This is an optimization exercise on Yosys and OpenROAD, whose aim is a short achievable clock period and few clock cycles, not a production implementation.
In this exercise RTL edits were held to simulation tests only and were not proved equivalent to the original.
Power and IR drop assume default switching activity.

## flow/run.sh

```bash
#!/bin/bash
set -euo pipefail
bash standard.sh SETUP_SLACK_MARGIN=5.7 "BUFFER_PORTS_ARGS=-buffer_cell sky130_fd_sc_hd__buf_4" finish > standard.log 2>&1
```

## standard.sh

```bash
#!/bin/bash
# synth_recipe.tcl (not shown) runs the flow's synth.tcl, then flattens the netlist and writes it again
# the make line also repeats each setting of config.mk as NAME=value (left out here)
make -C /OpenROAD-flow-scripts/flow DESIGN_CONFIG=/design/flow/config.mk WORK_HOME=/design/flow/orfs CLKGATE_MAP_FILE= SYNTH_SCRIPT=/design/flow/synth_recipe.tcl "${@:-finish}"
```

## config.mk

```make
export PLATFORM = sky130hd
export DESIGN_NAME = manta_style
export DESIGN_NICKNAME = manta_style
export VERILOG_FILES = /design/flow/design.v
export SDC_FILE = /design/flow/constraint.sdc
export NUM_CORES = 4
export LEC_CHECK = 0
export CAP_MARGIN = 40
export CORE_MARGIN = 2
export CORE_UTILIZATION = 40
export PLACE_DENSITY = 0.6
export SETUP_SLACK_MARGIN = 5
export SLEW_MARGIN = 40
```

## constraint.sdc

```tcl
create_clock -name core_clock -period 8.5 [get_ports {clk}]
set_input_delay 1.7000 -clock core_clock [delete_from_list [all_inputs] [get_ports {clk}]]
set_output_delay 1.7000 -clock core_clock [all_outputs]
set_load 0.01 [all_outputs]
```

## design.v

```verilog
module multiplier3 (
    input             clk,
    input      [15:0] A,
    input      [15:0] B,
    output     [15:0] product,      
    output            ovf           
);
    wire pp_0_0 = A[0] & B[0];
    wire pp_1_0 = A[1] & B[0];
    wire pp_2_0 = A[2] & B[0];
    wire pp_3_0 = A[3] & B[0];
    wire pp_4_0 = A[4] & B[0];
    wire pp_5_0 = A[5] & B[0];
    wire pp_6_0 = A[6] & B[0];
    wire pp_7_0 = A[7] & B[0];
    wire pp_8_0 = A[8] & B[0];
    wire pp_9_0 = A[9] & B[0];
    wire pp_10_0 = A[10] & B[0];
    wire pp_11_0 = A[11] & B[0];
    wire pp_12_0 = A[12] & B[0];
    wire pp_13_0 = A[13] & B[0];
    wire pp_14_0 = A[14] & B[0];
    wire pp_15_0 = A[15] & B[0];
    wire pp_0_1 = A[0] & B[1];
    wire pp_1_1 = A[1] & B[1];
    wire pp_2_1 = A[2] & B[1];
    wire pp_3_1 = A[3] & B[1];
    wire pp_4_1 = A[4] & B[1];
    wire pp_5_1 = A[5] & B[1];
    wire pp_6_1 = A[6] & B[1];
    wire pp_7_1 = A[7] & B[1];
    wire pp_8_1 = A[8] & B[1];
    wire pp_9_1 = A[9] & B[1];
    wire pp_10_1 = A[10] & B[1];
    wire pp_11_1 = A[11] & B[1];
    wire pp_12_1 = A[12] & B[1];
    wire pp_13_1 = A[13] & B[1];
    wire pp_14_1 = A[14] & B[1];
    wire pp_0_2 = A[0] & B[2];
    wire pp_1_2 = A[1] & B[2];
    wire pp_2_2 = A[2] & B[2];
    wire pp_3_2 = A[3] & B[2];
    wire pp_4_2 = A[4] & B[2];
    wire pp_5_2 = A[5] & B[2];
    wire pp_6_2 = A[6] & B[2];
    wire pp_7_2 = A[7] & B[2];
    wire pp_8_2 = A[8] & B[2];
    wire pp_9_2 = A[9] & B[2];
    wire pp_10_2 = A[10] & B[2];
    wire pp_11_2 = A[11] & B[2];
    wire pp_12_2 = A[12] & B[2];
    wire pp_13_2 = A[13] & B[2];
    wire pp_0_3 = A[0] & B[3];
    wire pp_1_3 = A[1] & B[3];
    wire pp_2_3 = A[2] & B[3];
    wire pp_3_3 = A[3] & B[3];
    wire pp_4_3 = A[4] & B[3];
    wire pp_5_3 = A[5] & B[3];
    wire pp_6_3 = A[6] & B[3];
    wire pp_7_3 = A[7] & B[3];
    wire pp_8_3 = A[8] & B[3];
    wire pp_9_3 = A[9] & B[3];
    wire pp_10_3 = A[10] & B[3];
    wire pp_11_3 = A[11] & B[3];
    wire pp_12_3 = A[12] & B[3];
    wire pp_0_4 = A[0] & B[4];
    wire pp_1_4 = A[1] & B[4];
    wire pp_2_4 = A[2] & B[4];
    wire pp_3_4 = A[3] & B[4];
    wire pp_4_4 = A[4] & B[4];
    wire pp_5_4 = A[5] & B[4];
    wire pp_6_4 = A[6] & B[4];
    wire pp_7_4 = A[7] & B[4];
    wire pp_8_4 = A[8] & B[4];
    wire pp_9_4 = A[9] & B[4];
    wire pp_10_4 = A[10] & B[4];
    wire pp_11_4 = A[11] & B[4];
    wire pp_0_5 = A[0] & B[5];
    wire pp_1_5 = A[1] & B[5];
    wire pp_2_5 = A[2] & B[5];
    wire pp_3_5 = A[3] & B[5];
    wire pp_4_5 = A[4] & B[5];
    wire pp_5_5 = A[5] & B[5];
    wire pp_6_5 = A[6] & B[5];
    wire pp_7_5 = A[7] & B[5];
    wire pp_8_5 = A[8] & B[5];
    wire pp_9_5 = A[9] & B[5];
    wire pp_10_5 = A[10] & B[5];
    wire pp_0_6 = A[0] & B[6];
    wire pp_1_6 = A[1] & B[6];
    wire pp_2_6 = A[2] & B[6];
    wire pp_3_6 = A[3] & B[6];
    wire pp_4_6 = A[4] & B[6];
    wire pp_5_6 = A[5] & B[6];
    wire pp_6_6 = A[6] & B[6];
    wire pp_7_6 = A[7] & B[6];
    wire pp_8_6 = A[8] & B[6];
    wire pp_9_6 = A[9] & B[6];
    wire pp_0_7 = A[0] & B[7];
    wire pp_1_7 = A[1] & B[7];
    wire pp_2_7 = A[2] & B[7];
    wire pp_3_7 = A[3] & B[7];
    wire pp_4_7 = A[4] & B[7];
    wire pp_5_7 = A[5] & B[7];
    wire pp_6_7 = A[6] & B[7];
    wire pp_7_7 = A[7] & B[7];
    wire pp_8_7 = A[8] & B[7];
    wire pp_0_8 = A[0] & B[8];
    wire pp_1_8 = A[1] & B[8];
    wire pp_2_8 = A[2] & B[8];
    wire pp_3_8 = A[3] & B[8];
    wire pp_4_8 = A[4] & B[8];
    wire pp_5_8 = A[5] & B[8];
    wire pp_6_8 = A[6] & B[8];
    wire pp_7_8 = A[7] & B[8];
    wire pp_0_9 = A[0] & B[9];
    wire pp_1_9 = A[1] & B[9];
    wire pp_2_9 = A[2] & B[9];
    wire pp_3_9 = A[3] & B[9];
    wire pp_4_9 = A[4] & B[9];
    wire pp_5_9 = A[5] & B[9];
    wire pp_6_9 = A[6] & B[9];
    wire pp_0_10 = A[0] & B[10];
    wire pp_1_10 = A[1] & B[10];
    wire pp_2_10 = A[2] & B[10];
    wire pp_3_10 = A[3] & B[10];
    wire pp_4_10 = A[4] & B[10];
    wire pp_5_10 = A[5] & B[10];
    wire pp_0_11 = A[0] & B[11];
    wire pp_1_11 = A[1] & B[11];
    wire pp_2_11 = A[2] & B[11];
    wire pp_3_11 = A[3] & B[11];
    wire pp_4_11 = A[4] & B[11];
    wire pp_0_12 = A[0] & B[12];
    wire pp_1_12 = A[1] & B[12];
    wire pp_2_12 = A[2] & B[12];
    wire pp_3_12 = A[3] & B[12];
    wire pp_0_13 = A[0] & B[13];
    wire pp_1_13 = A[1] & B[13];
    wire pp_2_13 = A[2] & B[13];
    wire pp_0_14 = A[0] & B[14];
    wire pp_1_14 = A[1] & B[14];
    wire pp_0_15 = A[0] & B[15];
    wire [15:0] aor;
    assign aor[15] = A[15];
    assign aor[0] = |A[15:0];
    assign aor[1] = |A[15:1];
    assign aor[2] = |A[15:2];
    assign aor[3] = |A[15:3];
    assign aor[4] = |A[15:4];
    assign aor[5] = |A[15:5];
    assign aor[6] = |A[15:6];
    assign aor[7] = |A[15:7];
    assign aor[8] = |A[15:8];
    assign aor[9] = |A[15:9];
    assign aor[10] = |A[15:10];
    assign aor[11] = |A[15:11];
    assign aor[12] = |A[15:12];
    assign aor[13] = |A[15:13];
    assign aor[14] = |A[15:14];
    wire hi_any = (B[1] & aor[15]) | (B[2] & aor[14]) | (B[3] & aor[13]) | (B[4] & aor[12]) | (B[5] & aor[11]) | (B[6] & aor[10]) | (B[7] & aor[9]) | (B[8] & aor[8]) | (B[9] & aor[7]) | (B[10] & aor[6]) | (B[11] & aor[5]) | (B[12] & aor[4]) | (B[13] & aor[3]) | (B[14] & aor[2]) | (B[15] & aor[1]);
    wire s1 = pp_13_0 ^ pp_12_1;
    wire c2 = pp_13_0 & pp_12_1;
    wire s3 = pp_14_0 ^ pp_13_1 ^ pp_12_2;
    wire c4 = (pp_14_0 & pp_13_1) | (pp_14_0 & pp_12_2) | (pp_13_1 & pp_12_2);
    wire s5 = pp_11_3 ^ pp_10_4;
    wire c6 = pp_11_3 & pp_10_4;
    wire s7 = pp_15_0 ^ pp_14_1 ^ pp_13_2;
    wire c8 = (pp_15_0 & pp_14_1) | (pp_15_0 & pp_13_2) | (pp_14_1 & pp_13_2);
    wire s9 = pp_12_3 ^ pp_11_4 ^ pp_10_5;
    wire c10 = (pp_12_3 & pp_11_4) | (pp_12_3 & pp_10_5) | (pp_11_4 & pp_10_5);
    wire s11 = pp_9_6 ^ pp_8_7;
    wire c12 = pp_9_6 & pp_8_7;
    wire s13 = pp_9_0 ^ pp_8_1;
    wire c14 = pp_9_0 & pp_8_1;
    wire s15 = pp_10_0 ^ pp_9_1 ^ pp_8_2;
    wire c16 = (pp_10_0 & pp_9_1) | (pp_10_0 & pp_8_2) | (pp_9_1 & pp_8_2);
    wire s17 = pp_7_3 ^ pp_6_4;
    wire c18 = pp_7_3 & pp_6_4;
    wire s19 = pp_11_0 ^ pp_10_1 ^ pp_9_2;
    wire c20 = (pp_11_0 & pp_10_1) | (pp_11_0 & pp_9_2) | (pp_10_1 & pp_9_2);
    wire s21 = pp_8_3 ^ pp_7_4 ^ pp_6_5;
    wire c22 = (pp_8_3 & pp_7_4) | (pp_8_3 & pp_6_5) | (pp_7_4 & pp_6_5);
    wire s23 = pp_5_6 ^ pp_4_7;
    wire c24 = pp_5_6 & pp_4_7;
    wire s25 = pp_12_0 ^ pp_11_1 ^ pp_10_2;
    wire c26 = (pp_12_0 & pp_11_1) | (pp_12_0 & pp_10_2) | (pp_11_1 & pp_10_2);
    wire s27 = pp_9_3 ^ pp_8_4 ^ pp_7_5;
    wire c28 = (pp_9_3 & pp_8_4) | (pp_9_3 & pp_7_5) | (pp_8_4 & pp_7_5);
    wire s29 = pp_6_6 ^ pp_5_7 ^ pp_4_8;
    wire c30 = (pp_6_6 & pp_5_7) | (pp_6_6 & pp_4_8) | (pp_5_7 & pp_4_8);
    wire s31 = pp_3_9 ^ pp_2_10;
    wire c32 = pp_3_9 & pp_2_10;
    wire s33 = s1 ^ pp_11_2 ^ pp_10_3;
    wire c34 = (s1 & pp_11_2) | (s1 & pp_10_3) | (pp_11_2 & pp_10_3);
    wire s35 = pp_9_4 ^ pp_8_5 ^ pp_7_6;
    wire c36 = (pp_9_4 & pp_8_5) | (pp_9_4 & pp_7_6) | (pp_8_5 & pp_7_6);
    wire s37 = pp_6_7 ^ pp_5_8 ^ pp_4_9;
    wire c38 = (pp_6_7 & pp_5_8) | (pp_6_7 & pp_4_9) | (pp_5_8 & pp_4_9);
    wire s39 = pp_3_10 ^ pp_2_11 ^ pp_1_12;
    wire c40 = (pp_3_10 & pp_2_11) | (pp_3_10 & pp_1_12) | (pp_2_11 & pp_1_12);
    wire s41 = s3 ^ s5 ^ pp_9_5;
    wire c42 = (s3 & s5) | (s3 & pp_9_5) | (s5 & pp_9_5);
    wire s43 = pp_8_6 ^ pp_7_7 ^ pp_6_8;
    wire c44 = (pp_8_6 & pp_7_7) | (pp_8_6 & pp_6_8) | (pp_7_7 & pp_6_8);
    wire s45 = pp_5_9 ^ pp_4_10 ^ pp_3_11;
    wire c46 = (pp_5_9 & pp_4_10) | (pp_5_9 & pp_3_11) | (pp_4_10 & pp_3_11);
    wire s47 = pp_2_12 ^ pp_1_13 ^ pp_0_14;
    wire c48 = (pp_2_12 & pp_1_13) | (pp_2_12 & pp_0_14) | (pp_1_13 & pp_0_14);
    wire s49 = s7 ^ s9 ^ s11;
    wire c50 = (s7 & s9) | (s7 & s11) | (s9 & s11);
    wire s51 = pp_7_8 ^ pp_6_9 ^ pp_5_10;
    wire c52 = (pp_7_8 & pp_6_9) | (pp_7_8 & pp_5_10) | (pp_6_9 & pp_5_10);
    wire s53 = pp_4_11 ^ pp_3_12 ^ pp_2_13;
    wire c54 = (pp_4_11 & pp_3_12) | (pp_4_11 & pp_2_13) | (pp_3_12 & pp_2_13);
    wire s55 = pp_1_14 ^ pp_0_15 ^ c4;
    wire c56 = (pp_1_14 & pp_0_15) | (pp_1_14 & c4) | (pp_0_15 & c4);
    wire s57 = pp_6_0 ^ pp_5_1;
    wire c58 = pp_6_0 & pp_5_1;
    wire s59 = pp_7_0 ^ pp_6_1 ^ pp_5_2;
    wire c60 = (pp_7_0 & pp_6_1) | (pp_7_0 & pp_5_2) | (pp_6_1 & pp_5_2);
    wire s61 = pp_4_3 ^ pp_3_4;
    wire c62 = pp_4_3 & pp_3_4;
    wire s63 = pp_8_0 ^ pp_7_1 ^ pp_6_2;
    wire c64 = (pp_8_0 & pp_7_1) | (pp_8_0 & pp_6_2) | (pp_7_1 & pp_6_2);
    wire s65 = pp_5_3 ^ pp_4_4 ^ pp_3_5;
    wire c66 = (pp_5_3 & pp_4_4) | (pp_5_3 & pp_3_5) | (pp_4_4 & pp_3_5);
    wire s67 = pp_2_6 ^ pp_1_7;
    wire c68 = pp_2_6 & pp_1_7;
    wire s69 = s13 ^ pp_7_2 ^ pp_6_3;
    wire c70 = (s13 & pp_7_2) | (s13 & pp_6_3) | (pp_7_2 & pp_6_3);
    wire s71 = pp_5_4 ^ pp_4_5 ^ pp_3_6;
    wire c72 = (pp_5_4 & pp_4_5) | (pp_5_4 & pp_3_6) | (pp_4_5 & pp_3_6);
    wire s73 = pp_2_7 ^ pp_1_8 ^ pp_0_9;
    wire c74 = (pp_2_7 & pp_1_8) | (pp_2_7 & pp_0_9) | (pp_1_8 & pp_0_9);
    wire s75 = s15 ^ s17 ^ pp_5_5;
    wire c76 = (s15 & s17) | (s15 & pp_5_5) | (s17 & pp_5_5);
    wire s77 = pp_4_6 ^ pp_3_7 ^ pp_2_8;
    wire c78 = (pp_4_6 & pp_3_7) | (pp_4_6 & pp_2_8) | (pp_3_7 & pp_2_8);
    wire s79 = pp_1_9 ^ pp_0_10 ^ c14;
    wire c80 = (pp_1_9 & pp_0_10) | (pp_1_9 & c14) | (pp_0_10 & c14);
    wire s81 = s19 ^ s21 ^ s23;
    wire c82 = (s19 & s21) | (s19 & s23) | (s21 & s23);
    wire s83 = pp_3_8 ^ pp_2_9 ^ pp_1_10;
    wire c84 = (pp_3_8 & pp_2_9) | (pp_3_8 & pp_1_10) | (pp_2_9 & pp_1_10);
    wire s85 = pp_0_11 ^ c16 ^ c18;
    wire c86 = (pp_0_11 & c16) | (pp_0_11 & c18) | (c16 & c18);
    wire s87 = s25 ^ s27 ^ s29;
    wire c88 = (s25 & s27) | (s25 & s29) | (s27 & s29);
    wire s89 = s31 ^ pp_1_11 ^ pp_0_12;
    wire c90 = (s31 & pp_1_11) | (s31 & pp_0_12) | (pp_1_11 & pp_0_12);
    wire s91 = c20 ^ c22 ^ c24;
    wire c92 = (c20 & c22) | (c20 & c24) | (c22 & c24);
    wire s93 = s33 ^ s35 ^ s37;
    wire c94 = (s33 & s35) | (s33 & s37) | (s35 & s37);
    wire s95 = s39 ^ pp_0_13 ^ c26;
    wire c96 = (s39 & pp_0_13) | (s39 & c26) | (pp_0_13 & c26);
    wire s97 = c28 ^ c30 ^ c32;
    wire c98 = (c28 & c30) | (c28 & c32) | (c30 & c32);
    wire s99 = s41 ^ s43 ^ s45;
    wire c100 = (s41 & s43) | (s41 & s45) | (s43 & s45);
    wire s101 = s47 ^ c2 ^ c34;
    wire c102 = (s47 & c2) | (s47 & c34) | (c2 & c34);
    wire s103 = c36 ^ c38 ^ c40;
    wire c104 = (c36 & c38) | (c36 & c40) | (c38 & c40);
    wire s105 = s49 ^ s51 ^ s53;
    wire c106 = (s49 & s51) | (s49 & s53) | (s51 & s53);
    wire s107 = s55 ^ c6 ^ c42;
    wire c108 = (s55 & c6) | (s55 & c42) | (c6 & c42);
    wire s109 = c44 ^ c46 ^ c48;
    wire c110 = (c44 & c46) | (c44 & c48) | (c46 & c48);
    wire s111 = pp_4_0 ^ pp_3_1;
    wire c112 = pp_4_0 & pp_3_1;
    wire s113 = pp_5_0 ^ pp_4_1 ^ pp_3_2;
    wire c114 = (pp_5_0 & pp_4_1) | (pp_5_0 & pp_3_2) | (pp_4_1 & pp_3_2);
    wire s115 = pp_2_3 ^ pp_1_4;
    wire c116 = pp_2_3 & pp_1_4;
    wire s117 = s57 ^ pp_4_2 ^ pp_3_3;
    wire c118 = (s57 & pp_4_2) | (s57 & pp_3_3) | (pp_4_2 & pp_3_3);
    wire s119 = pp_2_4 ^ pp_1_5 ^ pp_0_6;
    wire c120 = (pp_2_4 & pp_1_5) | (pp_2_4 & pp_0_6) | (pp_1_5 & pp_0_6);
    wire s121 = s59 ^ s61 ^ pp_2_5;
    wire c122 = (s59 & s61) | (s59 & pp_2_5) | (s61 & pp_2_5);
    wire s123 = pp_1_6 ^ pp_0_7 ^ c58;
    wire c124 = (pp_1_6 & pp_0_7) | (pp_1_6 & c58) | (pp_0_7 & c58);
    wire s125 = s63 ^ s65 ^ s67;
    wire c126 = (s63 & s65) | (s63 & s67) | (s65 & s67);
    wire s127 = pp_0_8 ^ c60 ^ c62;
    wire c128 = (pp_0_8 & c60) | (pp_0_8 & c62) | (c60 & c62);
    wire s129 = s69 ^ s71 ^ s73;
    wire c130 = (s69 & s71) | (s69 & s73) | (s71 & s73);
    wire s131 = c64 ^ c66 ^ c68;
    wire c132 = (c64 & c66) | (c64 & c68) | (c66 & c68);
    wire s133 = s75 ^ s77 ^ s79;
    wire c134 = (s75 & s77) | (s75 & s79) | (s77 & s79);
    wire s135 = c70 ^ c72 ^ c74;
    wire c136 = (c70 & c72) | (c70 & c74) | (c72 & c74);
    wire s137 = s81 ^ s83 ^ s85;
    wire c138 = (s81 & s83) | (s81 & s85) | (s83 & s85);
    wire s139 = c76 ^ c78 ^ c80;
    wire c140 = (c76 & c78) | (c76 & c80) | (c78 & c80);
    wire s141 = s87 ^ s89 ^ s91;
    wire c142 = (s87 & s89) | (s87 & s91) | (s89 & s91);
    wire s143 = c82 ^ c84 ^ c86;
    wire c144 = (c82 & c84) | (c82 & c86) | (c84 & c86);
    wire s145 = s93 ^ s95 ^ s97;
    wire c146 = (s93 & s95) | (s93 & s97) | (s95 & s97);
    wire s147 = c88 ^ c90 ^ c92;
    wire c148 = (c88 & c90) | (c88 & c92) | (c90 & c92);
    wire s149 = s99 ^ s101 ^ s103;
    wire c150 = (s99 & s101) | (s99 & s103) | (s101 & s103);
    wire s151 = c94 ^ c96 ^ c98;
    wire c152 = (c94 & c96) | (c94 & c98) | (c96 & c98);
    wire s153 = s105 ^ s107 ^ s109;
    wire c154 = (s105 & s107) | (s105 & s109) | (s107 & s109);
    wire s155 = c100 ^ c102 ^ c104;
    wire c156 = (c100 & c102) | (c100 & c104) | (c102 & c104);
    wire ovf1 = hi_any;
    reg ovf1_q;
    reg c8_q;
    reg c10_q;
    reg c12_q;
    reg c50_q;
    reg c52_q;
    reg c54_q;
    reg c56_q;
    reg c106_q;
    reg c108_q;
    reg c110_q;
    reg c154_q;
    reg c156_q;
    reg q0_0;
    reg q0_1;
    reg q1_1;
    reg q0_2;
    reg q1_2;
    reg q2_2;
    reg q0_3;
    reg q1_3;
    reg q2_3;
    reg q3_3;
    reg q0_4;
    reg q1_4;
    reg q2_4;
    reg q3_4;
    reg q0_5;
    reg q1_5;
    reg q2_5;
    reg q3_5;
    reg q0_6;
    reg q1_6;
    reg q2_6;
    reg q3_6;
    reg q0_7;
    reg q1_7;
    reg q2_7;
    reg q3_7;
    reg q0_8;
    reg q1_8;
    reg q2_8;
    reg q3_8;
    reg q0_9;
    reg q1_9;
    reg q2_9;
    reg q3_9;
    reg q0_10;
    reg q1_10;
    reg q2_10;
    reg q3_10;
    reg q0_11;
    reg q1_11;
    reg q2_11;
    reg q3_11;
    reg q0_12;
    reg q1_12;
    reg q2_12;
    reg q3_12;
    reg q0_13;
    reg q1_13;
    reg q2_13;
    reg q3_13;
    reg q0_14;
    reg q1_14;
    reg q2_14;
    reg q3_14;
    reg q0_15;
    reg q1_15;
    reg q2_15;
    reg q3_15;
    always @(posedge clk) begin
        ovf1_q <= ovf1;
        q0_0 <= pp_0_0;
        q0_1 <= pp_1_0;
        q1_1 <= pp_0_1;
        q0_2 <= pp_2_0;
        q1_2 <= pp_1_1;
        q2_2 <= pp_0_2;
        q0_3 <= pp_3_0;
        q1_3 <= pp_2_1;
        q2_3 <= pp_1_2;
        q3_3 <= pp_0_3;
        q0_4 <= s111;
        q1_4 <= pp_2_2;
        q2_4 <= pp_1_3;
        q3_4 <= pp_0_4;
        q0_5 <= s113;
        q1_5 <= s115;
        q2_5 <= pp_0_5;
        q3_5 <= c112;
        q0_6 <= s117;
        q1_6 <= s119;
        q2_6 <= c114;
        q3_6 <= c116;
        q0_7 <= s121;
        q1_7 <= s123;
        q2_7 <= c118;
        q3_7 <= c120;
        q0_8 <= s125;
        q1_8 <= s127;
        q2_8 <= c122;
        q3_8 <= c124;
        q0_9 <= s129;
        q1_9 <= s131;
        q2_9 <= c126;
        q3_9 <= c128;
        q0_10 <= s133;
        q1_10 <= s135;
        q2_10 <= c130;
        q3_10 <= c132;
        q0_11 <= s137;
        q1_11 <= s139;
        q2_11 <= c134;
        q3_11 <= c136;
        q0_12 <= s141;
        q1_12 <= s143;
        q2_12 <= c138;
        q3_12 <= c140;
        q0_13 <= s145;
        q1_13 <= s147;
        q2_13 <= c142;
        q3_13 <= c144;
        q0_14 <= s149;
        q1_14 <= s151;
        q2_14 <= c146;
        q3_14 <= c148;
        q0_15 <= s153;
        q1_15 <= s155;
        q2_15 <= c150;
        q3_15 <= c152;
        c8_q <= c8;
        c10_q <= c10;
        c12_q <= c12;
        c50_q <= c50;
        c52_q <= c52;
        c54_q <= c54;
        c56_q <= c56;
        c106_q <= c106;
        c108_q <= c108;
        c110_q <= c110;
        c154_q <= c154;
        c156_q <= c156;
    end
    wire s157 = q0_3 ^ q1_3;
    wire c158 = q0_3 & q1_3;
    wire s159 = q0_4 ^ q1_4 ^ q2_4;
    wire c160 = (q0_4 & q1_4) | (q0_4 & q2_4) | (q1_4 & q2_4);
    wire s161 = q0_5 ^ q1_5 ^ q2_5;
    wire c162 = (q0_5 & q1_5) | (q0_5 & q2_5) | (q1_5 & q2_5);
    wire s163 = q0_6 ^ q1_6 ^ q2_6;
    wire c164 = (q0_6 & q1_6) | (q0_6 & q2_6) | (q1_6 & q2_6);
    wire s165 = q0_7 ^ q1_7 ^ q2_7;
    wire c166 = (q0_7 & q1_7) | (q0_7 & q2_7) | (q1_7 & q2_7);
    wire s167 = q0_8 ^ q1_8 ^ q2_8;
    wire c168 = (q0_8 & q1_8) | (q0_8 & q2_8) | (q1_8 & q2_8);
    wire s169 = q0_9 ^ q1_9 ^ q2_9;
    wire c170 = (q0_9 & q1_9) | (q0_9 & q2_9) | (q1_9 & q2_9);
    wire s171 = q0_10 ^ q1_10 ^ q2_10;
    wire c172 = (q0_10 & q1_10) | (q0_10 & q2_10) | (q1_10 & q2_10);
    wire s173 = q0_11 ^ q1_11 ^ q2_11;
    wire c174 = (q0_11 & q1_11) | (q0_11 & q2_11) | (q1_11 & q2_11);
    wire s175 = q0_12 ^ q1_12 ^ q2_12;
    wire c176 = (q0_12 & q1_12) | (q0_12 & q2_12) | (q1_12 & q2_12);
    wire s177 = q0_13 ^ q1_13 ^ q2_13;
    wire c178 = (q0_13 & q1_13) | (q0_13 & q2_13) | (q1_13 & q2_13);
    wire s179 = q0_14 ^ q1_14 ^ q2_14;
    wire c180 = (q0_14 & q1_14) | (q0_14 & q2_14) | (q1_14 & q2_14);
    wire s181 = q0_15 ^ q1_15 ^ q2_15;
    wire c182 = (q0_15 & q1_15) | (q0_15 & q2_15) | (q1_15 & q2_15);
    wire s183 = q0_2 ^ q1_2;
    wire c184 = q0_2 & q1_2;
    wire s185 = s157 ^ q2_3 ^ q3_3;
    wire c186 = (s157 & q2_3) | (s157 & q3_3) | (q2_3 & q3_3);
    wire s187 = s159 ^ q3_4 ^ c158;
    wire c188 = (s159 & q3_4) | (s159 & c158) | (q3_4 & c158);
    wire s189 = s161 ^ q3_5 ^ c160;
    wire c190 = (s161 & q3_5) | (s161 & c160) | (q3_5 & c160);
    wire s191 = s163 ^ q3_6 ^ c162;
    wire c192 = (s163 & q3_6) | (s163 & c162) | (q3_6 & c162);
    wire s193 = s165 ^ q3_7 ^ c164;
    wire c194 = (s165 & q3_7) | (s165 & c164) | (q3_7 & c164);
    wire s195 = s167 ^ q3_8 ^ c166;
    wire c196 = (s167 & q3_8) | (s167 & c166) | (q3_8 & c166);
    wire s197 = s169 ^ q3_9 ^ c168;
    wire c198 = (s169 & q3_9) | (s169 & c168) | (q3_9 & c168);
    wire s199 = s171 ^ q3_10 ^ c170;
    wire c200 = (s171 & q3_10) | (s171 & c170) | (q3_10 & c170);
    wire s201 = s173 ^ q3_11 ^ c172;
    wire c202 = (s173 & q3_11) | (s173 & c172) | (q3_11 & c172);
    wire s203 = s175 ^ q3_12 ^ c174;
    wire c204 = (s175 & q3_12) | (s175 & c174) | (q3_12 & c174);
    wire s205 = s177 ^ q3_13 ^ c176;
    wire c206 = (s177 & q3_13) | (s177 & c176) | (q3_13 & c176);
    wire s207 = s179 ^ q3_14 ^ c178;
    wire c208 = (s179 & q3_14) | (s179 & c178) | (q3_14 & c178);
    wire s209 = s181 ^ q3_15 ^ c180;
    wire c210 = (s181 & q3_15) | (s181 & c180) | (q3_15 & c180);
    wire [15:0] ra = {s209, s207, s205, s203, s201, s199, s197, s195, s193, s191, s189, s187, s185, s183, q0_1, q0_0};
    wire [15:0] rb = {c208, c206, c204, c202, c200, c198, c196, c194, c192, c190, c188, c186, c184, q2_2, q1_1, 1'b0};
    wire [16:0] sum;
    ks_add #(.W(16), .L(4)) cpa (.a(ra), .b(rb), .cin(1'b0), .sum(sum[15:0]), .cout(sum[16]));
    assign ovf = ovf1_q | sum[16] | c182 | c210 | c8_q | c10_q | c12_q | c50_q | c52_q | c54_q | c56_q | c106_q | c108_q | c110_q | c154_q | c156_q;
    assign product = sum[15:0];
endmodule
module alu (
    input      [15:0] A,
    input      [15:0] B,
    input      [3:0]  shamt,
    input      [15:0] pc1,
    input             op_add,     
    input             op_sub,
    input             op_and,
    input             op_or,
    input             op_xor,
    input             op_shl,
    input             op_shr,
    input             op_link,
    output     [15:0] sum,
    output     [15:0] out
);
    ks_add #(.W(16), .L(4)) add (.a(A), .b(op_sub ? ~B : B), .cin(op_sub), .sum(sum), .cout());
    wire [15:0] shl = A << shamt;
    wire [15:0] shr = A >> shamt;
    wire [15:0] other = ({16{op_and}}  & (A & B))
               | ({16{op_or}}   & (A | B))
               | ({16{op_xor}}  & (A ^ B))
               | ({16{op_shl}}  & shl)
               | ({16{op_shr}}  & shr)
               | ({16{op_link}} & pc1);
    assign out = (op_add | op_sub) ? sum : other;
endmodule
module ks_add #(
    parameter W = 16,
    parameter L = 4              
) (
    input  [W-1:0] a,
    input  [W-1:0] b,
    input          cin,
    output [W-1:0] sum,
    output         cout
);
    wire [W-1:0] g [0:L];
    wire [W-1:0] p [0:L];
    assign p[0] = a ^ b;
    assign g[0] = (a & b) | {{(W-1){1'b0}}, (a[0] ^ b[0]) & cin};
    genvar i, j;
    generate
        for (i = 0; i < L; i = i + 1) begin : lvl
            for (j = 0; j < W; j = j + 1) begin : bit_
                if (j >= (1 << i)) begin : comb
                    assign g[i+1][j] = g[i][j] | (p[i][j] & g[i][j - (1 << i)]);
                    assign p[i+1][j] = p[i][j] & p[i][j - (1 << i)];
                end else begin : pass
                    assign g[i+1][j] = g[i][j];
                    assign p[i+1][j] = p[i][j];
                end
            end
        end
    endgenerate
    assign sum  = p[0] ^ {g[L][W-2:0], cin};
    assign cout = g[L][W-1];
endmodule
module register_file (
    input             clk,
    input             rst,
    input      [3:0]  rd_1,
    input      [3:0]  rd_2,
    input      [3:0]  rd_3,
    input      [3:0]  wr,
    input      [15:0] wr_data,
    input             wr_en,
    output     [15:0] rd_1_data,
    output     [15:0] rd_2_data,
    output     [15:0] rd_3_data
);
    reg [15:0] gpr [1:15];
    integer i;
    always @(posedge clk) begin
        if (rst) begin
            for (i = 1; i < 16; i = i + 1) gpr[i] <= 16'd0;
        end else if (wr_en && wr != 4'd0) begin
            gpr[wr] <= wr_data;
        end
    end
    assign rd_1_data = (rd_1 == 4'd0) ? 16'd0 : gpr[rd_1];
    assign rd_2_data = (rd_2 == 4'd0) ? 16'd0 : gpr[rd_2];
    assign rd_3_data = (rd_3 == 4'd0) ? 16'd0 : gpr[rd_3];
endmodule
module manta_style (
    input clk,
    input rst,
    output [15:0] imem_addr,
    input  [15:0] imem_rdata,
    output [15:0] dmem_addr,
    output        dmem_we,
    output [15:0] dmem_wdata,
    input  [15:0] dmem_rdata
);
    reg [15:0] fa;               
    reg        lr_v;             
    reg [3:0]  lr_rd;            
    reg [15:0] lr_q;
    assign imem_addr = fa;
    wire [3:0]  f_op     = imem_rdata[15:12];
    wire        f_bne_t  = (f_op == 4'hd) && (imem_rdata[11:8] != imem_rdata[3:0]);
    wire        f_jalr_p = (f_op == 4'hf) && lr_v && (imem_rdata[11:8] == lr_rd);
    wire        f_jmp    = f_bne_t || (f_op == 4'he) || f_jalr_p;
    wire [15:0] f_off4   = {{12{imem_rdata[7]}}, imem_rdata[7:4]};
    wire [15:0] f_off    = f_op[1] ? {{8{imem_rdata[11]}}, imem_rdata[11:4]} : f_off4;
    wire [15:0] f_seq    = fa + 16'd1;
    wire [15:0] f_tgt_j, f_tgt_r;
    ks_add #(.W(16), .L(4)) f_add (.a(fa), .b(f_off), .cin(1'b0), .sum(f_tgt_j), .cout());
    ks_add #(.W(16), .L(4)) r_add (.a(lr_q), .b(f_off4), .cin(1'b0), .sum(f_tgt_r), .cout());
    wire [15:0] f_tgt    = f_jalr_p ? f_tgt_r : f_tgt_j;
    reg        d_valid;
    reg [15:0] d_ir;
    reg [15:0] d_pc1;
    reg [3:0]  d_r1, d_r2;       
    reg [15:0] d_fb;             
    reg        b_hm, b_hw, b_hz;  
    reg        d_jp;             
    reg [15:0] d_pbase;
    wire [3:0] d_op = d_ir[15:12];
    wire [3:0] d_ra = d_ir[11:8];
    wire [3:0] d_rb = d_ir[7:4];
    wire [3:0] d_rc = d_ir[3:0];
    wire       d_uses_a = (d_op != 4'he);
    wire       d_rr     = (d_op < 4'h6);                     
    wire       d_cd     = (d_op == 4'hc) || (d_op == 4'hd);   
    wire       d_wr = !d_cd && (d_rc != 4'd0);
    wire       d_imm = !d_rr;                                
    wire [15:0] d_immv = (d_op == 4'hf) ? {{12{d_ir[7]}}, d_ir[7:4]} : {12'd0, d_ir[7:4]};
    reg        e_valid;
    reg        e_wr;
    reg [3:0]  e_rd;
    reg        e_late;           
    reg [15:0] e_addr;           
    reg        e_we;             
    reg [15:0] e_sd;             
    reg        e_fdm;
    reg        e_load, e_store, e_mul, e_bne, e_jalr;
    reg        e_zcmp;           
    reg        e_add, e_sub, e_and, e_or, e_xor, e_shl, e_shr, e_link;
    reg [15:0] e_a, e_b, e_s, e_pc1;
    reg        e_fam, e_faw, e_fbm, e_fbw, e_fsm, e_fsw;
    reg        e_mfam, e_mfaw, e_mfbm, e_mfbw;
    reg        e_bt;             
    reg        e_jp;             
    reg [15:0] e_pbase;
    reg        m_wr;
    reg [3:0]  m_rd;
    reg        m_mul;
    reg [15:0] m_res;
    reg        m_jmiss;          
    reg [15:0] m_jt;
    reg        w_wr;
    reg [3:0]  w_rd;
    reg [15:0] w_res;
    reg        z_wr;             
    reg [3:0]  z_rd;
    reg [15:0] z_res;
    wire [15:0] rf1, rf2, rf3;
    wire [3:0]  f_r1 = (f_op != 4'he) ? imem_rdata[11:8] : 4'd0;
    register_file rf (
        .clk(clk), .rst(rst),
        .rd_1(d_r1), .rd_2(d_r2), .rd_3(f_r1), .rd_3_data(rf3),
        .wr(w_rd), .wr_data(w_res), .wr_en(w_wr),
        .rd_1_data(rf1), .rd_2_data(rf2)
    );
    wire [15:0] d_v1 = (w_wr && w_rd == d_r1) ? w_res : rf1;
    wire [15:0] d_v2 = (w_wr && w_rd == d_r2) ? w_res : rf2;
    wire d_he1 = e_wr && (e_rd == d_r1) && (d_r1 != 4'd0);
    wire d_he2 = e_wr && (e_rd == d_r2) && (d_r2 != 4'd0);
    wire d_hm1 = m_wr && (m_rd == d_r1) && (d_r1 != 4'd0);
    wire d_hm2 = m_wr && (m_rd == d_r2) && (d_r2 != 4'd0);
    wire d_ls = (d_op == 4'hb) || (d_op == 4'hc);
    wire d_stall = d_valid && ((e_late && (d_he1 || d_he2)) ||
                               (d_ls && (d_he1 || (d_hm1 && m_mul))) ||
                               ((d_op == 4'hc) && d_hm2 && m_mul));
    wire [15:0] d_sd = d_hm2 ? m_res : d_v2;
    wire [15:0] d_base = b_hm ? m_res : (b_hw ? w_res : (b_hz ? z_res : d_fb));
    wire [3:0]  b_r1n = d_stall ? d_r1 : f_r1;      
    wire [15:0] d_addr;
    ks_add #(.W(16), .L(4)) agu (.a(d_base), .b({12'd0, d_ir[7:4]}), .cin(1'b0), .sum(d_addr), .cout());
    wire [15:0] x_a = e_fam ? m_res : (e_faw ? w_res : e_a);
    wire [15:0] x_b = e_fbm ? m_res : (e_fbw ? w_res : e_b);
    wire [15:0] x_s = e_fsm ? m_res : (e_fsw ? w_res : e_s);
    wire [15:0] x_sum, x_out;
    alu alu (
        .A(x_a), .B(x_b), .shamt(e_b[3:0]), .pc1(e_pc1),
        .op_add(e_add), .op_sub(e_sub), .op_and(e_and), .op_or(e_or),
        .op_xor(e_xor), .op_shl(e_shl), .op_shr(e_shr), .op_link(e_link),
        .sum(x_sum), .out(x_out)
    );
    wire [15:0] mul_out;
    wire [15:0] x_ma = e_mfam ? m_res : (e_mfaw ? w_res : e_a);
    wire [15:0] x_mb = e_mfbm ? m_res : (e_mfbw ? w_res : e_b);
    wire        mul_ovf;
    multiplier3 mul (.clk(clk), .A(x_ma), .B(x_mb), .product(mul_out), .ovf(mul_ovf));
    wire a_m = e_fam, a_w = !e_fam && e_faw, a_e = !e_fam && !e_faw;
    wire b_m = e_fbm, b_w = !e_fbm && e_fbw, b_e = !e_fbm && !e_fbw;
    wire s_m = e_fsm, s_w = !e_fsm && e_fsw, s_e = !e_fsm && !e_fsw;
    wire eq_mw = (m_res == w_res);
    wire eq_am = (e_a == m_res), eq_aw = (e_a == w_res);
    wire eq_sm = (e_s == m_res), eq_sw = (e_s == w_res), eq_as = (e_a == e_s);
    wire eq_bm = (e_b == m_res), eq_bw = (e_b == w_res), eq_ab = (e_a == e_b);
    wire eq_pm = (e_pbase == m_res), eq_pw = (e_pbase == w_res), eq_pa = (e_pbase == e_a);
    wire x_eq_as = (a_m && s_m) || (a_w && s_w) ||
                   (a_m && s_w && eq_mw) || (a_w && s_m && eq_mw) ||
                   (a_m && s_e && eq_sm) || (a_w && s_e && eq_sw) ||
                   (a_e && s_m && eq_am) || (a_e && s_w && eq_aw) || (a_e && s_e && eq_as);
    wire x_eq_ab = (a_m && b_m) || (a_w && b_w) ||
                   (a_m && b_w && eq_mw) || (a_w && b_m && eq_mw) ||
                   (a_m && b_e && eq_bm) || (a_w && b_e && eq_bw) ||
                   (a_e && b_m && eq_am) || (a_e && b_w && eq_aw) || (a_e && b_e && eq_ab);
    wire x_eq_ap = (a_m && eq_pm) || (a_w && eq_pw) || (a_e && eq_pa);
    wire x_bmiss = e_valid && e_bne && e_bt && x_eq_as;
    wire x_jmiss = e_valid && e_jalr && !(e_jp && x_eq_ap);
    wire x_redir = x_bmiss || x_jmiss || m_jmiss;
    wire d_fuse = d_valid && (d_op == 4'hd) && e_valid && e_zcmp && e_wr &&
                  (((d_ra == e_rd) && (d_rc == 4'd0)) || ((d_rc == e_rd) && (d_ra == 4'd0)));
    wire d_early = d_fuse && x_eq_ab;
    assign dmem_addr  = e_addr;
    assign dmem_we    = e_we;
    assign dmem_wdata = e_fdm ? m_res : e_sd;
    always @(posedge clk) begin
        if (m_jmiss) begin
            fa <= m_jt;
        end else if (x_bmiss) begin
            fa <= e_pc1;
        end else if (d_early) begin
            fa <= d_pc1;
        end else if (!d_stall) begin
            fa <= f_jmp ? f_tgt : f_seq;
        end
        if (rst) begin
            lr_v <= 1'b0;
        end else if (f_op == 4'he && imem_rdata[3:0] != 4'd0) begin
            lr_v  <= 1'b1;
            lr_rd <= imem_rdata[3:0];
            lr_q  <= f_seq;
        end
        if (rst || x_redir || d_early) begin
            d_valid <= 1'b0;
        end else if (!d_stall) begin
            d_valid <= 1'b1;
        end
        d_fb <= d_stall ? d_base : rf3;
        b_hm <= e_wr && (e_rd == b_r1n) && (b_r1n != 4'd0);
        b_hw <= m_wr && (m_rd == b_r1n) && (b_r1n != 4'd0);
        b_hz <= w_wr && (w_rd == b_r1n) && (b_r1n != 4'd0);
        if (!d_stall) begin
            d_ir    <= imem_rdata;
            d_r1    <= f_r1;
            d_r2    <= (f_op < 4'h6) ? imem_rdata[7:4] :
                       ((f_op == 4'hc) || (f_op == 4'hd)) ? imem_rdata[3:0] : 4'd0;
            d_pc1   <= f_seq;
            d_jp    <= f_jalr_p;
            d_pbase <= lr_q;
        end
        e_rd   <= d_rc;
        e_late <= (d_op == 4'h5);
        e_addr <= d_addr;
        e_sd   <= d_sd;
        e_fdm  <= d_he2 && (d_op == 4'hc);
        e_load <= (d_op == 4'hb);
        e_store <= (d_op == 4'hc);
        e_mul  <= (d_op == 4'h5);
        e_bne  <= (d_op == 4'hd);
        e_jalr <= (d_op == 4'hf);
        e_add  <= (d_op == 4'h0) || (d_op == 4'h6);
        e_sub  <= (d_op == 4'h1);
        e_zcmp <= (d_op == 4'h1) || (d_op == 4'h4);
        e_and  <= (d_op == 4'h2) || (d_op == 4'h7);
        e_or   <= (d_op == 4'h3) || (d_op == 4'h8);
        e_xor  <= (d_op == 4'h4);
        e_shl  <= (d_op == 4'h9);
        e_shr  <= (d_op == 4'ha);
        e_link <= (d_op == 4'he) || (d_op == 4'hf);
        e_a    <= d_v1;
        e_b    <= d_imm ? d_immv : d_v2;
        e_s    <= d_v2;
        e_pc1  <= d_pc1;
        e_fam  <= d_he1;
        e_faw  <= d_hm1;
        e_fbm  <= d_he2 && !d_imm;
        e_fbw  <= d_hm2 && !d_imm;
        e_fsm  <= d_he2;
        e_fsw  <= d_hm2;
        e_mfam <= d_he1 && (d_op == 4'h5);
        e_mfaw <= d_hm1 && (d_op == 4'h5);
        e_mfbm <= d_he2 && (d_op == 4'h5);
        e_mfbw <= d_hm2 && (d_op == 4'h5);
        e_bt   <= (d_ra != d_rc) && !d_early;
        e_jp   <= d_jp;
        e_pbase <= d_pbase;
        if (rst || x_redir || d_stall || !d_valid) begin
            e_valid <= 1'b0;
            e_wr    <= 1'b0;
            e_we    <= 1'b0;
        end else begin
            e_valid <= 1'b1;
            e_wr    <= d_wr;
            e_we    <= (d_op == 4'hc);
        end
        m_rd    <= e_rd;
        m_mul   <= e_mul;
        m_res   <= e_load ? dmem_rdata : x_out;
        m_jt    <= rst ? 16'd0 : x_sum;
        if (rst) begin
            m_wr <= 1'b0;
            m_jmiss <= 1'b1;             
        end else begin
            m_jmiss <= x_jmiss;
            m_wr <= e_wr;
        end
        w_rd  <= m_rd;
        z_rd  <= w_rd;
        z_res <= w_res;
        w_res <= m_mul ? (mul_out | {16{mul_ovf}}) : m_res;
        if (rst) begin
            w_wr <= 1'b0;
            z_wr <= 1'b0;
        end else begin
            w_wr <= m_wr;
            z_wr <= w_wr;
        end
    end
endmodule
```

==> impl_metrics.csv <==
group,metric,value,unit
status,status,"complete, no violations",
floorplan,fp.dieH,328,µm
clock_network,hold_buffers,0,
floorplan,initial_utilization,0.404,
clock_network,cts_root_buf,"clkbuf_16",
power_and_ir_drop,pwr-share-clk,0.294,
drt,vias,35000,
drt,firstDrtPassIters,6,
power_and_ir_drop,p_leak,0.0212,µW
placement,placed_cell_area,44600,µm²
worst_hold_path,whs_path_depth,0,
timing,tns,0,ns
setup_path,reg2reg_setup_slack,5.17,ns
placement,place_congestion,0.935,
drt,drc,0,
power_and_ir_drop,ir_drop,171,µV
setup_path,r2r_cells,10,
timing,hold_violations,0,
yosys,synthSimpleGateAreaFrac,0.150,
job,max-cap-violations,0,
worst_hold_path,worstHoldStart,"d_pbase[8]",
power_and_ir_drop,switching_power,4020,µW
cells_and_area,fin_nets,4524,
setup_path,r2r-start,"e_mfbw",
timing,postLayoutSetupSlackWorst,4.88,ns
yosys,synth_fa_ha_area_frac,0.0787,
floorplan,die_w,328,µm
yosys,synth_top_cell_area_share,0.247,
global_route,antenna_found_initial,7,
global_route,grt-ovfl-total,0,
yosys,synth.distinct_cells,103,
clock_network,clock-sinks,666,
cells_and_area,layout.cells.non_filler,5733,
global_route,gr-usage-all-layers,0.293,
cells_and_area,largest_reg_flops,256,
worst_hold_path,worst_hold_path_type,"reg2reg",
clock_network,cts_max_path_buffers,3,
floorplan,core,104000,µm²
floorplan,rows,118,
timing,slew_headroom,0.376,
global_route,first_global_vias,33600,
yosys,ys_ff_latch,666,
yosys,yosys.area.top_type,"edfxtp_1",
floorplan,die_area,107000,µm²
clock_network,cts-htree-levels,3,
timing,setup_viol,0,
setup_path,crit_fanout,3,
timing,tightest_slew,0.910,ns
yosys,synth_edf_count,345,
setup_path,worstSetupPathType,"in2reg",
global_route,grt_max_degree,92,
drt,wl_per_cell,28.5,µm
power_and_ir_drop,combPwrFrac,0.350,
cells_and_area,final_common_cell,"edfxtp_1",
setup_path,reg2reg_to,"mul.q0_15",
cells_and_area,drive_gt1_frac,0.324,
placement,io_buffers,82,
drt,viasPerCell,6.10,
timing,rsz0062_at_grt,"yes",
power_and_ir_drop,switching_share,0.348,
timing,fmax,277,MHz
power_and_ir_drop,p_total,11600,µW
cells_and_area,final_cell_mix,"edfxtp_1 (345), nor2_1 (300), nand2_1 (265)",
yosys,synth_top_family_by_area,"simple AND/OR/NAND/NOR gates",
yosys,avgSynthCellArea,10.6,µm²
worst_hold_path,holdPathEnd,"e_pbase[8]",
setup_path,crit_required,9.00,ns
yosys,yosysSeqAreaShare,0.401,
power_and_ir_drop,p_int,7540,µW
setup_path,worstPathArrival,4.12,ns
power_and_ir_drop,p_seq_frac,0.356,
yosys,synth-compound-area-share,0.103,
cells_and_area,fin_area,54000,µm²
power_and_ir_drop,powerDensity,214,nW/µm²
global_route,grt_pass1_wl,232000,µm
drt,ant_nets,0,
cells_and_area,top_register,"rf.gpr",
yosys,async_flop_share,0,
yosys,synthesis.area,41900,µm²
clock_network,cts.clk_slew.worst_paths,0.06,ns
timing,drv_slew,0,
placement,dp_slack,3.72,ns
timing,skew,0.0236,ns
clock_network,cts_tree,"built",
timing,fin_crit,3.62,ns
yosys,synth_area_leaders,"edfxtp_1 (25%), dfxtp_1 (15%), mux4_2 (9.5%), fa_1 (4.6%), mux2i_1 (4.0%)",
floorplan,ioPinCount,83,
yosys,syn-instance-count,3971,
yosys,yosys_warnings,4,
clock_network,numCtsBuffers,78,
setup_path,start_kind,"primary input",
drt,routed_wl,163000,µm
placement,hpwl,94900,µm
yosys,muxShareOfSynthArea,0.150,
cells_and_area,fillCellCount,8836,
cells_and_area,syn_to_final_growth,28.8,%
placement,placed_cells,5239,
yosys,synthXorXnorAreaFrac,0.0694,
setup_path,end_kind,"flip-flop",
drt,drt_iter0_markers,4910,
yosys,synthFlopType,"edfxtp_1",
timing,period_share,0.425,
clock_network,clk_latency,0.66,ns
==> cell type report <==
class | count | area [µm²] | area share
Antenna cell | 4 | 10.0 | 0.000185
Clock buffer | 117 | 2310 | 0.0429
Clock inverter | 28 | 230 | 0.00426
Inverter | 163 | 628 | 0.0116
Multi-Input combinational cell | 2853 | 25700 | 0.477
Sequential cell | 666 | 16900 | 0.314
Tap cell | 1380 | 1730 | 0.0320
Timing Repair Buffer | 522 | 6390 | 0.118
==> power by group through the flow <==
stage	clock, µW	sequential, µW	combinational, µW
5_1_grt	3550	4130	4280
6_report	3400	4110	4040
3_3_place_gp	0	4140	3000
4_1_cts	3420	4090	3730
2_1_floorplan	0	3980	2200
3_5_place_dp	0	4140	3050
==> cell usage after synthesis, types with 38 or more instances <==
library cell,count
nor4_1,38
mux4_2,177
nor2b_1,51
nor2_1,339
inv_1,158
o21ai_0,124
nand2_1,286
dfxtp_1,321
mux2_2,39
xor2_1,158
mux2i_1,167
and2_1,262
fa_1,96
buf_2,87
a21oi_1,159
xnor2_1,172
a211oi_1,42
ha_1,110
a221oi_1,45
nor3_1,77
clkbuf_1,172
a31oi_1,39
edfxtp_1,345
nand3_1,42
==> through the flow <==
step / hold WS, ns / util
after floorplan: 0.323 / -
after global routing: 0.348 / 0.521
after CTS: 0.339 / 0.503
final: 0.339 / 0.521
after detailed placement: 0.327 / 0.430
after global placement: 0.326 / 0.428
==> worst max-delay path, stage by stage <==
cell       delay, ns
buf_8           0.10
ha_4            0.15
inv_2           0.06
fa_2            0.21
nand2b_4        0.14
a21oi_4         0.07
buf_6           0.12
buf_6           0.10
o21a_4          0.20
o41ai_4         0.36
xnor2_1         0.18
mux2i_1         0.10
o21a_1          0.24
a211o_1         0.26
a2bb2oi_1       0.12
==> cells by family (layout without fill, tap and decap cells) <==
| logic type | Yosys count | in the layout |
|---|---|---|
| adder cells (fa/ha/maj) | 206 | 206 |
| AND/OR/NAND/NOR | 1261 | 1263 |
| flip-flops | 666 | 666 |
| buffers and inverters | 472 | 830 |
| multiplexers | 391 | 391 |
| XOR/XNOR | 331 | 331 |
| other | 1 | 20 |
| AO/OA/AOI/OAI | 643 | 646 |
==> how the worst max path moves through the flow <==
stage,from,cells after the start,endpoint
floorplan,imem_rdata[10],13,fa[11]
global placement,imem_rdata[13],9,d_fb[2]
detailed placement,imem_rdata[9],12,fa[11]
CTS,imem_rdata[4],13,fa[14]
global route,imem_rdata[4],15,fa[8]
finish,imem_rdata[4],15,fa[8]
==> layer usage <==
metal | GRT usage | up-vias | part of all wire
met5 | 0 | - | 0.00089
met4 | 0.148 | 9 | 0.056
met3 | 0.0785 | 508 | 0.12
met2 | 0.432 | 2398 | 0.43
met1 | 0.397 | 17300 | 0.39
li1 | - | 14800 | -
==> timing repair <==
| action | 4_1_cts | 5_1_grt |
|---|---|---|
| cloned | 28 | 6 |
| gates resized for setup | 551 | 210 |
| buffers inserted | 223 | 87 |
| setup endpoints to repair | 491 | 297 |
| pin swaps | 151 | 147 |
Testbench counts, summed over its fixed seeds: cycles 529,138.

[what the ideal ports hide]
Ports are ideal in the flow. The routed layout listed here was re-timed in OpenROAD. Step 1 sets driving cells, clkbuf_16 on the clock port and buf_2 on the other inputs (assumed; they add their load-dependent delay and slew). Step 2, shift: input delay + t, output delay - t, t = (earliest + latest rising clock arrival at the registers) / 2. This alone moves slack from input paths to output paths. Slacks: ideal / step 1 / step 2; pairs: ideal / step 1.
shift t [ns]: 0.720
setup slack, ns: 4.883 / 4.800 / 4.080
worst setup path at the end: input to register
slew at the worst register clock pin (ns): 0.07 / 0.07
After both steps this run still meets setup and hold. The setup slack of this run moves by -0.083 ns with the drivers and by -0.803 ns with both steps.
